What follows belongs to an exercise in optimizing a design on an open flow for small area and a short achievable clock period; a production flow would make more cautious choices.
At most, simulation tests tie the RTL to the original design; equivalence was not proved.

==> run a: inputs <==
==> flow/design.v (excerpt) <==
module systolic_array#(
    parameter NUM_ROW = 8,
    parameter NUM_COL = 8,
    parameter IN_WORD_SIZE = 8,
    parameter OUT_WORD_SIZE = 24
)(
    clk,
    rst,
    top_inputs,
    left_inputs,
    compute_done,
    cycles_count,
    pe_register_vals
);
==> module cpa_mac, before the edit <==
module cpa_mac (input [23:0] x, input [15:0] z, output [23:0] y);
  wire g0 = x[0] & z[0];
  wire p0 = x[0] ^ z[0];
  wire g1 = x[1] & z[1];
  wire p1 = x[1] ^ z[1];
  wire g2 = x[2] & z[2];
  wire p2 = x[2] ^ z[2];
  wire g3 = x[3] & z[3];
  wire p3 = x[3] ^ z[3];
  wire g4 = x[4] & z[4];
  wire p4 = x[4] ^ z[4];
  wire g5 = x[5] & z[5];
  wire p5 = x[5] ^ z[5];
  wire g6 = x[6] & z[6];
  wire p6 = x[6] ^ z[6];
  wire g7 = x[7] & z[7];
  wire p7 = x[7] ^ z[7];
  wire g8 = x[8] & z[8];
  wire p8 = x[8] ^ z[8];
  wire g9 = x[9] & z[9];
  wire p9 = x[9] ^ z[9];
  wire g10 = x[10] & z[10];
  wire p10 = x[10] ^ z[10];
  wire g11 = x[11] & z[11];
  wire p11 = x[11] ^ z[11];
  wire g12 = x[12] & z[12];
  wire p12 = x[12] ^ z[12];
  wire g13 = x[13] & z[13];
  wire p13 = x[13] ^ z[13];
  wire g14 = x[14] & z[14];
  wire p14 = x[14] ^ z[14];
  wire g15 = x[15] & z[15];
  wire p15 = x[15] ^ z[15];
  wire G0 = g1 | (p1 & g0);
  wire G1 = g3 | (p3 & g2);
  wire P1 = p3 & p2;
  wire G2 = g5 | (p5 & g4);
  wire P2 = p5 & p4;
  wire G3 = g7 | (p7 & g6);
  wire P3 = p7 & p6;
  wire G4 = g9 | (p9 & g8);
  wire P4 = p9 & p8;
  wire G5 = g11 | (p11 & g10);
  wire P5 = p11 & p10;
  wire G6 = g13 | (p13 & g12);
  wire P6 = p13 & p12;
  wire G7 = g15 | (p15 & g14);
  wire P7 = p15 & p14;
  wire G8 = g2 | (p2 & G0);
  wire G9 = G1 | (P1 & G0);
  wire G10 = g6 | (p6 & G2);
  wire P10 = p6 & P2;
  wire G11 = G3 | (P3 & G2);
  wire P11 = P3 & P2;
  wire G12 = g10 | (p10 & G4);
  wire P12 = p10 & P4;
  wire G13 = G5 | (P5 & G4);
  wire P13 = P5 & P4;
  wire G14 = g14 | (p14 & G6);
  wire P14 = p14 & P6;
  wire G15 = G7 | (P7 & G6);
  wire P15 = P7 & P6;
  wire G16 = g4 | (p4 & G9);
  wire G17 = G2 | (P2 & G9);
  wire G18 = G10 | (P10 & G9);
  wire G19 = G11 | (P11 & G9);
  wire G20 = g12 | (p12 & G13);
  wire P20 = p12 & P13;
  wire G21 = G6 | (P6 & G13);
  wire P21 = P6 & P13;
  wire G22 = G14 | (P14 & G13);
  wire P22 = P14 & P13;
  wire G23 = G15 | (P15 & G13);
  wire P23 = P15 & P13;
  wire G24 = g8 | (p8 & G19);
  wire G25 = G4 | (P4 & G19);
  wire G26 = G12 | (P12 & G19);
  wire G27 = G13 | (P13 & G19);
  wire G28 = G20 | (P20 & G19);
  wire G29 = G21 | (P21 & G19);
  wire G30 = G22 | (P22 & G19);
  wire G31 = G23 | (P23 & G19);
  assign y[0] = p0;
  assign y[1] = p1 ^ g0;
  assign y[2] = p2 ^ G0;
  assign y[3] = p3 ^ G8;
  assign y[4] = p4 ^ G9;
  assign y[5] = p5 ^ G16;
  assign y[6] = p6 ^ G17;
  assign y[7] = p7 ^ G18;
  assign y[8] = p8 ^ G19;
  assign y[9] = p9 ^ G24;
  assign y[10] = p10 ^ G25;
  assign y[11] = p11 ^ G26;
  assign y[12] = p12 ^ G27;
  assign y[13] = p13 ^ G28;
  assign y[14] = p14 ^ G29;
  assign y[15] = p15 ^ G30;
  wire [7:0] xh = {x[23], x[22], x[21], x[20], x[19], x[18], x[17], x[16]};
  wire [7:0] xh1 = xh + 1'b1;
  assign y[23:16] = G31 ? xh1 : xh;
endmodule
==> module systolic_array, before the edit <==
module systolic_array#(
    parameter NUM_ROW = 8,
    parameter NUM_COL = 8,
    parameter IN_WORD_SIZE = 8,
    parameter OUT_WORD_SIZE = 24
)(
    clk,
    rst,
    top_inputs,
    left_inputs,
    compute_done,
    cycles_count,
    pe_register_vals
);
input clk;
input rst;
input [0:NUM_COL * IN_WORD_SIZE-1] top_inputs;
input [0:NUM_ROW * IN_WORD_SIZE-1] left_inputs;
output reg compute_done;
output reg  [OUT_WORD_SIZE-1:0] cycles_count;
output [0 : (OUT_WORD_SIZE * NUM_ROW * NUM_COL) -1] pe_register_vals;
wire [8*16*NUM_ROW-1:0] ldl;
wire [8*16*NUM_COL-1:0] tdl;
genvar r, c, k;
generate
  for (r = 0; r < NUM_ROW; r = r + 1) begin : lrow
    assign ldl[(16*r)*8 +: 8] = left_inputs[8*(NUM_ROW-1-r) +: 8];
    for (k = 1; k <= r + NUM_COL - 1; k = k + 1) begin : st
      reg [7:0] q;
      always @(posedge clk or posedge rst)
        if (rst) q <= 8'd0;
        else     q <= ldl[(16*r+k-1)*8 +: 8];
      assign ldl[(16*r+k)*8 +: 8] = q;
    end
  end
  for (c = 0; c < NUM_COL; c = c + 1) begin : tcol
    assign tdl[(16*c)*8 +: 8] = top_inputs[8*(NUM_COL-1-c) +: 8];
    for (k = 1; k <= c + NUM_ROW - 1; k = k + 1) begin : st
      reg [7:0] q;
      always @(posedge clk)
        q <= tdl[(16*c+k-1)*8 +: 8];
      assign tdl[(16*c+k)*8 +: 8] = q;
    end
  end
  for (r = 0; r < NUM_ROW; r = r + 1) begin : pr
    for (c = 0; c < NUM_COL; c = c + 1) begin : pc
      reg  [23:0] acc;
      wire [23:0] nxt;
      mac_tree mt (
        .a  (ldl[(16*r+r+c)*8 +: 8]),
        .b  (tdl[(16*c+r+c)*8 +: 8]),
        .acc(acc),
        .y  (nxt)
      );
      always @(posedge clk or posedge rst)
        if (rst) acc <= 24'd0;
        else     acc <= nxt;
      assign pe_register_vals[24*(NUM_COL*r+c) +: 24] = acc;
    end
  end
endgenerate
always @(posedge clk)
begin
    if(rst==1'b1)
    begin
        compute_done <= 1'b0;
        cycles_count <= 0;
    end
    else
    begin
        cycles_count <= cycles_count + 1;
        if(cycles_count > (5+NUM_ROW+NUM_COL))
        begin
          compute_done <= 1'b1;
        end
    end
end
endmodule
clock: 7.0 ns
lec_check: 0
cap_margin: 20
core_margin: 2
core_utilization: 65
cts_cluster_diameter: 120
cts_cluster_size: 20
place_density: 0.7
setup_slack_margin: 2.7
slew_margin: 20
synth_hierarchical: 1
synth_minimum_keep_size: 0
tns_end_percent: 0
standard.sh (not shown) runs the stock make flow with config.mk's settings and CLKGATE_MAP_FILE= SYNTH_SCRIPT=/design/flow/synth_recipe.tcl, a recipe that flattens the netlist after the stock synthesis.
==> flow/flow/run.sh <==
#!/bin/bash
set -euo pipefail
export BUFFER_PORTS_ARGS="-inputs -outputs -buffer_cell sky130_fd_sc_hd__buf_1"
bash standard.sh > make.log 2>&1
==> inputs of run b, as changes to run a <==
--- a/flow/design.v
+++ b/flow/design.v
@@ -6,4 +6,14 @@
   assign co = (a & b) | (a & c) | (b & c);
 endmodule
+module hadd_n (input a, input b, output s, output co);
+  xnor_g xs (.a(a), .b(b), .y(s));
+  or_g   xc (.a(a), .b(b), .y(co));
+endmodule
+module xnor_g (input a, input b, output y);
+  assign y = ~(a ^ b);
+endmodule
+module or_g (input a, input b, output y);
+  assign y = a | b;
+endmodule
 module hadd (input a, input b, output s, output co);
   assign s  = a ^ b;
@@ -237,57 +247,43 @@
   wire G7 = g15 | (p15 & g14);
   wire P7 = p15 & p14;
-  wire G8 = g2 | (p2 & G0);
-  wire G9 = G1 | (P1 & G0);
-  wire G10 = g6 | (p6 & G2);
-  wire P10 = p6 & P2;
-  wire G11 = G3 | (P3 & G2);
-  wire P11 = P3 & P2;
-  wire G12 = g10 | (p10 & G4);
-  wire P12 = p10 & P4;
-  wire G13 = G5 | (P5 & G4);
-  wire P13 = P5 & P4;
-  wire G14 = g14 | (p14 & G6);
-  wire P14 = p14 & P6;
-  wire G15 = G7 | (P7 & G6);
-  wire P15 = P7 & P6;
-  wire G16 = g4 | (p4 & G9);
-  wire G17 = G2 | (P2 & G9);
-  wire G18 = G10 | (P10 & G9);
-  wire G19 = G11 | (P11 & G9);
-  wire G20 = g12 | (p12 & G13);
-  wire P20 = p12 & P13;
-  wire G21 = G6 | (P6 & G13);
-  wire P21 = P6 & P13;
-  wire G22 = G14 | (P14 & G13);
-  wire P22 = P14 & P13;
-  wire G23 = G15 | (P15 & G13);
-  wire P23 = P15 & P13;
-  wire G24 = g8 | (p8 & G19);
-  wire G25 = G4 | (P4 & G19);
-  wire G26 = G12 | (P12 & G19);
-  wire G27 = G13 | (P13 & G19);
-  wire G28 = G20 | (P20 & G19);
-  wire G29 = G21 | (P21 & G19);
-  wire G30 = G22 | (P22 & G19);
-  wire G31 = G23 | (P23 & G19);
+  wire G8 = G1 | (P1 & G0);
+  wire G9 = G3 | (P3 & G2);
+  wire P9 = P3 & P2;
+  wire G10 = G5 | (P5 & G4);
+  wire P10 = P5 & P4;
+  wire G11 = G7 | (P7 & G6);
+  wire P11 = P7 & P6;
+  wire G12 = G9 | (P9 & G8);
+  wire G13 = G11 | (P11 & G10);
+  wire P13 = P11 & P10;
+  wire G14 = G13 | (P13 & G12);
+  wire G15 = G10 | (P10 & G12);
+  wire G16 = G2 | (P2 & G8);
+  wire G17 = G4 | (P4 & G12);
+  wire G18 = G6 | (P6 & G15);
+  wire G19 = g2 | (p2 & G0);
+  wire G20 = g4 | (p4 & G8);
+  wire G21 = g6 | (p6 & G16);
+  wire G22 = g8 | (p8 & G12);
+  wire G23 = g10 | (p10 & G17);
+  wire G24 = g12 | (p12 & G15);
+  wire G25 = g14 | (p14 & G18);
   assign y[0] = p0;
   assign y[1] = p1 ^ g0;
   assign y[2] = p2 ^ G0;
-  assign y[3] = p3 ^ G8;
-  assign y[4] = p4 ^ G9;
-  assign y[5] = p5 ^ G16;
-  assign y[6] = p6 ^ G17;
-  assign y[7] = p7 ^ G18;
-  assign y[8] = p8 ^ G19;
-  assign y[9] = p9 ^ G24;
-  assign y[10] = p10 ^ G25;
-  assign y[11] = p11 ^ G26;
-  assign y[12] = p12 ^ G27;
-  assign y[13] = p13 ^ G28;
-  assign y[14] = p14 ^ G29;
-  assign y[15] = p15 ^ G30;
-  wire [7:0] xh = {x[23], x[22], x[21], x[20], x[19], x[18], x[17], x[16]};
-  wire [7:0] xh1 = xh + 1'b1;
-  assign y[23:16] = G31 ? xh1 : xh;
+  assign y[3] = p3 ^ G19;
+  assign y[4] = p4 ^ G8;
+  assign y[5] = p5 ^ G20;
+  assign y[6] = p6 ^ G16;
+  assign y[7] = p7 ^ G21;
+  assign y[8] = p8 ^ G12;
+  assign y[9] = p9 ^ G22;
+  assign y[10] = p10 ^ G17;
+  assign y[11] = p11 ^ G23;
+  assign y[12] = p12 ^ G15;
+  assign y[13] = p13 ^ G24;
+  assign y[14] = p14 ^ G18;
+  assign y[15] = p15 ^ G25;
+  assign y[23:16] = {x[23], x[22], x[21], x[20], x[19], x[18], x[17], x[16]} + G14;
 endmodule
 `timescale 1ns/100ps
==> flow/config.mk (replaced) <==
export PLATFORM = sky130hd
export DESIGN_NAME = systolic_array
export DESIGN_NICKNAME = systolic_array
export VERILOG_FILES = /design/flow/design.v
export SDC_FILE = /design/flow/constraint.sdc
export NUM_CORES = 4
export LEC_CHECK = 0
export CAP_MARGIN = 20
export CORE_MARGIN = 2
export CORE_UTILIZATION = 55
export CTS_BUF_LIST = sky130_fd_sc_hd__clkbuf_4 sky130_fd_sc_hd__clkbuf_8
export SETUP_SLACK_MARGIN = 2.5
export SLEW_MARGIN = 20
export SYNTH_HIERARCHICAL = 1
export SYNTH_MINIMUM_KEEP_SIZE = 0
==> inputs of run c, as changes to run a <==
--- a/flow/design.v
+++ b/flow/design.v
@@ -6,4 +6,8 @@
   assign co = (a & b) | (a & c) | (b & c);
 endmodule
+module hadd_n (input a, input b, output s, output co);
+  assign s  = ~(a ^ b);
+  assign co = a | b;
+endmodule
 module hadd (input a, input b, output s, output co);
   assign s  = a ^ b;
@@ -190,104 +194,5 @@
 endmodule
 module cpa_mac (input [23:0] x, input [15:0] z, output [23:0] y);
-  wire g0 = x[0] & z[0];
-  wire p0 = x[0] ^ z[0];
-  wire g1 = x[1] & z[1];
-  wire p1 = x[1] ^ z[1];
-  wire g2 = x[2] & z[2];
-  wire p2 = x[2] ^ z[2];
-  wire g3 = x[3] & z[3];
-  wire p3 = x[3] ^ z[3];
-  wire g4 = x[4] & z[4];
-  wire p4 = x[4] ^ z[4];
-  wire g5 = x[5] & z[5];
-  wire p5 = x[5] ^ z[5];
-  wire g6 = x[6] & z[6];
-  wire p6 = x[6] ^ z[6];
-  wire g7 = x[7] & z[7];
-  wire p7 = x[7] ^ z[7];
-  wire g8 = x[8] & z[8];
-  wire p8 = x[8] ^ z[8];
-  wire g9 = x[9] & z[9];
-  wire p9 = x[9] ^ z[9];
-  wire g10 = x[10] & z[10];
-  wire p10 = x[10] ^ z[10];
-  wire g11 = x[11] & z[11];
-  wire p11 = x[11] ^ z[11];
-  wire g12 = x[12] & z[12];
-  wire p12 = x[12] ^ z[12];
-  wire g13 = x[13] & z[13];
-  wire p13 = x[13] ^ z[13];
-  wire g14 = x[14] & z[14];
-  wire p14 = x[14] ^ z[14];
-  wire g15 = x[15] & z[15];
-  wire p15 = x[15] ^ z[15];
-  wire G0 = g1 | (p1 & g0);
-  wire G1 = g3 | (p3 & g2);
-  wire P1 = p3 & p2;
-  wire G2 = g5 | (p5 & g4);
-  wire P2 = p5 & p4;
-  wire G3 = g7 | (p7 & g6);
-  wire P3 = p7 & p6;
-  wire G4 = g9 | (p9 & g8);
-  wire P4 = p9 & p8;
-  wire G5 = g11 | (p11 & g10);
-  wire P5 = p11 & p10;
-  wire G6 = g13 | (p13 & g12);
-  wire P6 = p13 & p12;
-  wire G7 = g15 | (p15 & g14);
-  wire P7 = p15 & p14;
-  wire G8 = g2 | (p2 & G0);
-  wire G9 = G1 | (P1 & G0);
-  wire G10 = g6 | (p6 & G2);
-  wire P10 = p6 & P2;
-  wire G11 = G3 | (P3 & G2);
-  wire P11 = P3 & P2;
-  wire G12 = g10 | (p10 & G4);
-  wire P12 = p10 & P4;
-  wire G13 = G5 | (P5 & G4);
-  wire P13 = P5 & P4;
-  wire G14 = g14 | (p14 & G6);
-  wire P14 = p14 & P6;
-  wire G15 = G7 | (P7 & G6);
-  wire P15 = P7 & P6;
-  wire G16 = g4 | (p4 & G9);
-  wire G17 = G2 | (P2 & G9);
-  wire G18 = G10 | (P10 & G9);
-  wire G19 = G11 | (P11 & G9);
-  wire G20 = g12 | (p12 & G13);
-  wire P20 = p12 & P13;
-  wire G21 = G6 | (P6 & G13);
-  wire P21 = P6 & P13;
-  wire G22 = G14 | (P14 & G13);
-  wire P22 = P14 & P13;
-  wire G23 = G15 | (P15 & G13);
-  wire P23 = P15 & P13;
-  wire G24 = g8 | (p8 & G19);
-  wire G25 = G4 | (P4 & G19);
-  wire G26 = G12 | (P12 & G19);
-  wire G27 = G13 | (P13 & G19);
-  wire G28 = G20 | (P20 & G19);
-  wire G29 = G21 | (P21 & G19);
-  wire G30 = G22 | (P22 & G19);
-  wire G31 = G23 | (P23 & G19);
-  assign y[0] = p0;
-  assign y[1] = p1 ^ g0;
-  assign y[2] = p2 ^ G0;
-  assign y[3] = p3 ^ G8;
-  assign y[4] = p4 ^ G9;
-  assign y[5] = p5 ^ G16;
-  assign y[6] = p6 ^ G17;
-  assign y[7] = p7 ^ G18;
-  assign y[8] = p8 ^ G19;
-  assign y[9] = p9 ^ G24;
-  assign y[10] = p10 ^ G25;
-  assign y[11] = p11 ^ G26;
-  assign y[12] = p12 ^ G27;
-  assign y[13] = p13 ^ G28;
-  assign y[14] = p14 ^ G29;
-  assign y[15] = p15 ^ G30;
-  wire [7:0] xh = {x[23], x[22], x[21], x[20], x[19], x[18], x[17], x[16]};
-  wire [7:0] xh1 = xh + 1'b1;
-  assign y[23:16] = G31 ? xh1 : xh;
+  assign y = x + z;
 endmodule
 `timescale 1ns/100ps
@@ -331,6 +236,7 @@
     for (k = 1; k <= c + NUM_ROW - 1; k = k + 1) begin : st
       reg [7:0] q;
-      always @(posedge clk)
-        q <= tdl[(16*c+k-1)*8 +: 8];
+      always @(posedge clk or posedge rst)
+        if (rst) q <= 8'd0;
+        else     q <= tdl[(16*c+k-1)*8 +: 8];
       assign tdl[(16*c+k)*8 +: 8] = q;
     end
@@ -338,16 +244,18 @@
   for (r = 0; r < NUM_ROW; r = r + 1) begin : pr
     for (c = 0; c < NUM_COL; c = c + 1) begin : pc
-      reg  [23:0] acc;
-      wire [23:0] nxt;
-      mac_tree mt (
-        .a  (ldl[(16*r+r+c)*8 +: 8]),
-        .b  (tdl[(16*c+r+c)*8 +: 8]),
-        .acc(acc),
-        .y  (nxt)
-      );
-      always @(posedge clk or posedge rst)
-        if (rst) acc <= 24'd0;
-        else     acc <= nxt;
-      assign pe_register_vals[24*(NUM_COL*r+c) +: 24] = acc;
+      begin : pe
+        reg  [23:0] acc;
+        wire [23:0] nxt;
+        mac_tree mt (
+          .a  (ldl[(16*r+r+c)*8 +: 8]),
+          .b  (tdl[(16*c+r+c)*8 +: 8]),
+          .acc(acc),
+          .y  (nxt)
+        );
+        always @(posedge clk or posedge rst)
+          if (rst) acc <= 24'd0;
+          else     acc <= nxt;
+        assign pe_register_vals[24*(NUM_COL*r+c) +: 24] = acc;
+      end
     end
   end
==> flow/run.sh (new file) <==
#!/bin/bash
# synth_recipe.tcl (not shown) runs the flow's synth.tcl, then flattens the netlist and writes it again
# the make line also repeats each setting of config.mk as NAME=value (left out here)
make -C /OpenROAD-flow-scripts/flow DESIGN_CONFIG=/design/flow/config.mk WORK_HOME=/design/flow/orfs CLKGATE_MAP_FILE= SYNTH_SCRIPT=/design/flow/synth_recipe.tcl finish
==> flow/config.mk (replaced) <==
export PLATFORM = sky130hd
export DESIGN_NAME = systolic_array
export DESIGN_NICKNAME = systolic_array
export VERILOG_FILES = /design/flow/design.v
export SDC_FILE = /design/flow/constraint.sdc
export NUM_CORES = 4
export LEC_CHECK = 0
export CAP_MARGIN = 20
export CORE_MARGIN = 2
export CORE_UTILIZATION = 55
export SLEW_MARGIN = 20
export SYNTH_HIERARCHICAL = 1
export SYNTH_MINIMUM_KEEP_SIZE = 0
removed: flow/flow/run.sh
removed: flow/standard.sh
==> run summary <==
GRT
The number of antenna violations at the first check in global routing came to 11. The via count of the first global-routing pass is 147000. For met3 alone, demand over resource in global routing was 6.40%.

Clock network
The cell at the root of the clock tree is sky130_fd_sc_hd__clkbuf_8.

Critical path
The combined buffer and inverter count along the critical path is 0.

Logic synthesis
The number of nets in the synthesized netlist is 22000. The cell type with the highest aggregate area in the netlist is sky130_fd_sc_hd__fa_1.

Status
The run finished with no timing, DRC or antenna violations.

Routing
Before antenna repair, the detailed router went through 7 iterations. The vias per cell is 5.27.

Finish
The number of non-clock buffers is 2346.
[end of results for run b]
==> run summary <==
STA
Between clock sinks in the finished design, the worst skew comes to 80.5 ps. Setup repair after global routing could not meet its margin everywhere.

GRT
The global-route met3 utilization is 9.10%. The via count of the first global-routing pass was 144000.

Logic synthesis
Summed over all instances, the cell type with the most area after synthesis is sky130_fd_sc_hd__fa_1. When the netlist entered floorplanning its net count stood at 21500.

Clock network
In this run the clock root is driven by a sky130_fd_sc_hd__clkbuf_16.

Critical path
The endpoint of the worst-slack reg-to-reg timing path is pr[1].pc[7].acc[11]$_DFF_PP0_.

Status
The flow ran to the end and the layout has no timing, DRC or antenna violations.

Finish
Counting plain and timing-repair buffers in the layout gives 2109.

Routing
After detailed routing, the number of vias per cell comes to 5.77.
[end of results for run a]
==> run summary <==
Clock network
The cell at the root of the clock tree is sky130_fd_sc_hd__clkbuf_16.

Routing
After detailed routing, the number of vias per cell comes to 5.66. For this run, the detailed router's first-pass iteration total came to 6.

Critical path
The number of buffers and inverters on the critical path is 1. Following the worst setup path forward leads to its endpoint at pr[0].pc[0].pe.acc[19]$_DFF_PP0_.

Logic synthesis
The number of nets produced by synthesis is 23900. The biggest area contributor in the post-synthesis netlist is sky130_fd_sc_hd__dfrtp_1.

GRT
The via count of the first global-routing pass came to 165000. The number of antenna violations at the first check in global routing is 11.

Status
The run finished with no timing, DRC or antenna violations.

Finish
The number of non-clock buffers is 1736.
[end of results for run c]
For run b and run c, only the layout was checked, not whether the RTL still works.

==> re-timing with driven ports <==
No port has a modelled driver above. Below, the same layouts with a new extraction and two added sets of constraints. Step 1, drivers: a clkbuf_16 drives clk and a buf_2 each remaining input, both assumed. Step 2 moves the port delays by t, midway between the first and last clock arrival at a register: inputs arrive t later, outputs are due t later. That takes back most of the time a late clock gives input paths. Slacks: ideal ports / drivers / drivers and shift; pairs: ideal ports / drivers.
run	t, ns	setup slack, ns	worst slew at a driven data input, ns
run a	1.026	2.704 / 2.720 / 1.747	0.20
run b	1.297	2.424 / 2.424 / 1.428	0.30
run c	1.077	1.789 / 1.847 / 0.816	0.36
After both steps every run listed still meets setup and hold. For run b, which loses most, drivers alone change the setup slack by 0.000 ns; drivers and shift together by -0.996 ns.
